This is an optimization exercise on Yosys and OpenROAD, whose aim is small area, a short achievable clock period and few clock cycles per item, not a production implementation.
The RTL was checked by simulation tests, not by an equivalence proof against the original design.

==> inputs of v8 <==
Design softmax, start of the top module:
module softmax #(
    parameter N  = 8,
    parameter NS = 16,                
    parameter L  = 5                  
) (
    input  wire        clk,
    input  wire        rst_n,
    input  wire        in_valid,
    input  wire [31:0] in_data,
    output wire        in_ready,
    output wire        out_valid,
    output wire [31:0] out_data,
    output wire        out_last
);
    localparam EMPTY = 2'd0, MUL = 2'd1, LAST = 2'd2, DONE = 2'd3;
    function automatic [3:0] inc(input [3:0] v);
        inc = (v == NS - 1) ? 4'd0 : v + 4'd1;
    endfunction
    reg        x0_full, xa_full, x1_full;
    reg [31:0] x0;
    reg [10:0] xa_w;
    reg [3:0]  xa_lc;
    reg        xa_neg;
    reg [3:0]  x1_c1, x1_c2, x1_c3;
    reg [10:0] x1_w;
    reg [3:0]  x1_lc;
    reg        x1_neg;
    reg [3:0]  ei;                    
    wire [10:0] w0, w1, w2, w3;
    wire [3:0]  lc0, lc1, lc2, lc3, c1, c2, c3;
    wire        neg0;
    exp_prep u_prep (.x(x0), .w(w0), .lc(lc0), .neg(neg0));
    exp_pick u_pk1 (.w(xa_w), .lc(xa_lc), .neg(xa_neg), .c(c1), .w_n(w1), .lc_n(lc1));
    exp_pick u_pk2 (.w(w1), .lc(lc1), .neg(xa_neg), .c(c2), .w_n(w2), .lc_n(lc2));
    exp_pick u_pk4 (.w(w2), .lc(lc2), .neg(xa_neg), .c(c3), .w_n(w3), .lc_n(lc3));
    reg [30:0] a1;                    
    reg [11:0] bn1, bo1, bt1;         
    reg [7:0]  be1;                   
  ...
==> flow/config.mk <==
export PLATFORM = sky130hd
export DESIGN_NAME = softmax
export DESIGN_NICKNAME = softmax
export VERILOG_FILES = /design/flow/design.v
export SDC_FILE = /design/flow/constraint.sdc
export NUM_CORES = 4
export LEC_CHECK = 0
export CAP_MARGIN = 20
export CORE_MARGIN = 2
export CORE_UTILIZATION = 40
export SLEW_MARGIN = 20
==> flow/constraint.sdc <==
create_clock -name core_clock -period 16.0 [get_ports {clk}]
set_input_delay 3.2000 -clock core_clock [delete_from_list [all_inputs] [get_ports {clk}]]
set_output_delay 3.2000 -clock core_clock [all_outputs]
set_load 0.01 [all_outputs]
standard.sh (not shown) runs the stock make flow with config.mk's settings and CLKGATE_MAP_FILE= SYNTH_SCRIPT=/design/flow/synth_recipe.tcl, a recipe that flattens the netlist after the stock synthesis.
==> flow/flow/run.sh <==
#!/bin/bash
# The standard layout (standard.sh), with ORFS's repair_timing asked for a
# larger setup margin so that it also works on paths that already meet the
# clock period. The SDC (clock period and I/O delays) is the design's.
set -e
export SETUP_SLACK_MARGIN=${MARGIN:-11.3}
bash standard.sh > standard.log 2>&1
==> inputs of v1, as changes to v8 <==
--- a/flow/design.v
+++ b/flow/design.v
@@ -19,32 +19,32 @@
     assign ec = gt ? ea : eb;
 endmodule
 module add_pos_b (
     input  wire [23:0] x,
     input  wire [23:0] y,
+    input  wire [7:0]  ec,
     output wire [23:0] z,
     output reg  [4:0]  lz,            
-    output wire [7:0]  nlz            
+    output wire [7:0]  en             
 );
-    assign z   = x + y;
-    assign nlz = 8'd0 - {3'd0, lz};
+    assign z  = x + y;
+    assign en = ec - {3'd0, lz};
     integer i;
     always @(*) begin
         lz = 5'd24;
         for (i = 0; i < 24; i = i + 1)
             if (z[i]) lz = 5'd23 - i[4:0];
     end
 endmodule
 module add_norm (
     input  wire [23:0] z,
-    input  wire [7:0]  ec,
+    input  wire [7:0]  en,
     input  wire [4:0]  lz,
-    input  wire [7:0]  nlz,           
     output wire [30:0] s
 );
     wire [23:0] zn = z << lz;
-    assign s = {ec + nlz, zn[22:0]};
+    assign s = {en, zn[22:0]};
 endmodule
 module exp_booth (
     input  wire [3:0]  c,
     output wire [11:0] neg,
     output wire [11:0] one,
@@ -1387,13 +1387,12 @@
     reg [30:0] se;
     reg        sb;                    
     reg [23:0] sx, sy;
     reg [7:0]  sec;
     reg [23:0] acc_z;                 
-    reg [7:0]  acc_e;
-    reg [4:0]  acc_lz;                
-    reg [7:0]  acc_nlz;               
+    reg [7:0]  acc_e;                 
+    reg [4:0]  acc_lz;
     reg [2:0]  scnt;                  
     reg        pending;               
     reg [30:0] s_div;                 
     reg [3:0]  rp;                    
     reg [3:0]  rd_cnt;                
@@ -1425,25 +1424,24 @@
     wire fr1   = (st2 == EMPTY) || g_p;
     wire ld    = x1_ok && x1_big && fr1;
     wire x1_go = ld || g_x;
     wire xa_go = xa_full && (!x1_full || x1_go);
     wire x0_go = x0_full && (!xa_full || xa_go);
-    reg  nrdy;
-    reg  rdy_o;
-    assign in_ready = rdy_o;
+    reg  nrdy;                        
+    assign in_ready = !nrdy;
     wire take  = in_valid && !nrdy;
     wire        sa_go = se_v && !sb && !pending;
     wire        fetch = nf[sp] && (!se_v || sa_go);
     wire [30:0] s_cur;
-    add_norm u_sn (.z(acc_z), .ec(acc_e), .lz(acc_lz), .nlz(acc_nlz), .s(s_cur));
+    add_norm u_sn (.z(acc_z), .en(acc_e), .lz(acc_lz), .s(s_cur));
     wire [23:0] sx_nx, sy_nx;
     wire [7:0]  sec_nx;
     add_pos_a u_sa (.a(se), .b(s_cur), .x(sx_nx), .y(sy_nx), .ec(sec_nx));
     wire [23:0] sz_nx;
     wire [4:0]  slz_nx;
-    wire [7:0]  snlz_nx;
-    add_pos_b u_sb (.x(sx), .y(sy), .z(sz_nx), .lz(slz_nx), .nlz(snlz_nx));
+    wire [7:0]  sen_nx;
+    add_pos_b u_sb (.x(sx), .y(sy), .ec(sec), .z(sz_nx), .lz(slz_nx), .en(sen_nx));
     wire [L-1:0] dv_ready;
     wire        dv_go   = !rd_cnt[3] && |(dv_ready & lane);
     wire        handoff = pending && rd_cnt[3];
     wire [30:0] a_rd = ebuf[rp];
     wire [30:0] dv_out;
@@ -1483,11 +1481,10 @@
             rd_cnt  <= 4'd8;
             lane    <= {{(L-1){1'b0}}, 1'b1};
             acc_z   <= 24'h800000;
             acc_e   <= 8'd0;
             acc_lz  <= 5'd0;
-            acc_nlz <= 8'd0;
         end else begin
             x0_full <= take || (x0_full && !x0_go);
             xa_full <= x0_go || (xa_full && !xa_go);
             nrdy    <= (take || (x0_full && !x0_go)) && (x0_go || (xa_full && !xa_go));
             x1_full <= xa_go || (x1_full && !x1_go);
@@ -1507,33 +1504,30 @@
             end else if (sa_go) begin
                 se_v <= 1'b0;
             end
             sb <= sa_go;
             if (sb) begin
-                acc_z   <= sz_nx;
-                acc_e   <= sec;
-                acc_lz  <= slz_nx;
-                acc_nlz <= snlz_nx;
+                acc_z  <= sz_nx;
+                acc_e  <= sen_nx;
+                acc_lz <= slz_nx;
                 scnt   <= scnt + 3'd1;
                 if (scnt == N - 1) pending <= 1'b1;
             end
             if (handoff) begin
                 pending <= 1'b0;
                 rd_cnt  <= 4'd0;
                 acc_z   <= 24'h800000;
                 acc_e   <= 8'd0;
                 acc_lz  <= 5'd0;
-                acc_nlz <= 8'd0;
             end else if (dv_go) begin
                 rd_cnt <= rd_cnt + 4'd1;
                 rp     <= inc(rp);
                 lane   <= {lane[L-2:0], lane[L-1]};
             end
         end
     end
     always @(posedge clk) begin
-        rdy_o <= !((take || (x0_full && !x0_go)) && (x0_go || (xa_full && !xa_go)));
         if (take)
             x0 <= in_data;
         if (x0_go) begin
             xa_w   <= w0;
             xa_lc  <= lc0;
==> flow/flow/run.sh (replaced) <==
#!/bin/bash
# The standard layout (standard.sh), with ORFS's repair_timing asked for a
# larger setup margin so that it also works on paths that already meet the
# clock period. The SDC (clock period and I/O delays) is the design's.
set -e
export SETUP_SLACK_MARGIN=${MARGIN:-11.5}
bash standard.sh > standard.log 2>&1
CORE_UTILIZATION = 55   (was 40)
PLACE_DENSITY = 0.65   (was default)
==> inputs of v3, as changes to v8 <==
==> flow/flow/run.sh (replaced) <==
#!/bin/bash
# The standard layout (standard.sh), with ORFS's repair_timing asked for a
# larger setup margin so that it also works on paths that already meet the
# clock period. The SDC (clock period and I/O delays) is the design's.
set -e
export SETUP_SLACK_MARGIN=${MARGIN:-11.5}
bash standard.sh > standard.log 2>&1
==> qor summary <==
item	v3	v8	v1
Status	complete, no violations	complete, no violations	complete, no violations
Via density per instance	6.11	6.07	6.64
Die area	289000 µm²	289000 µm²	208000 µm²
Global-route wire length before repair	613000 µm	580000 µm	597000 µm
Final Util	45.6%	45.2%	61.1%
Layout clock buffer count	275	278	269
Met3 layer wire length in the routed design	31800 µm	33300 µm	38500 µm
Area of all placed cells without fillers	129000 µm²	128000 µm²	125000 µm²
Initial core utilization	40.3%	40.3%	55.2%
Reg-to-Reg End	sy[7]	sx[21]	acc_e[6]
Number of signal-net buffers in the layout	394	373	373
Total area of multi-input combinational cells	65000 µm²	64400 µm²	63400 µm²
Maximum clock frequency	0.213 GHz	0.212 GHz	0.212 GHz
Number of buffers inserted by post-CTS setup repair	49	29	21
Global router's overall resource usage	28.4%	26.4%	38.5%
Resized Gates After CTS	463	171	235
Mapped Cells	11.3k	11.3k	11.1k
Testbench counts of v8, summed over its fixed seeds: cycles 4,123, vectors 192.
Testbench counts of v1, summed over its fixed seeds: cycles 4,123, vectors 192.
Testbench counts of v3, summed over its fixed seeds: cycles 4,123, vectors 192.

## re-timing with driven ports
How much do the figures lean on ideal ports? The routed layouts below were timed once more, with nothing changed but the port constraints.
Step 1 assumes that a clkbuf_16 drives the clock port and a buf_2 every other input.
Step 2 times the ports against the registers' clock, not the clock port: input delays grow and output delays shrink by t, the midpoint of the rising clock arrivals with the driver on.
Slacks: no drivers / after step 1 / after step 2; pairs: no drivers / after step 1.
run | t, ns | slack for setup (ns) | worst hold slack (ns)
v8 | 0.981 | 11.286 / 11.181 / 11.186 | 0.325 / 0.325 / 0.325
v1 | 0.958 | 11.291 / 11.193 / 11.224 | 0.322 / 0.322 / 0.322
v3 | 0.973 | 11.308 / 11.212 / 11.331 | 0.326 / 0.326 / 0.326
After both steps every run listed still meets setup and hold. For v8, which loses most, drivers alone change the setup slack by -0.105 ns; drivers and shift together by -0.100 ns.
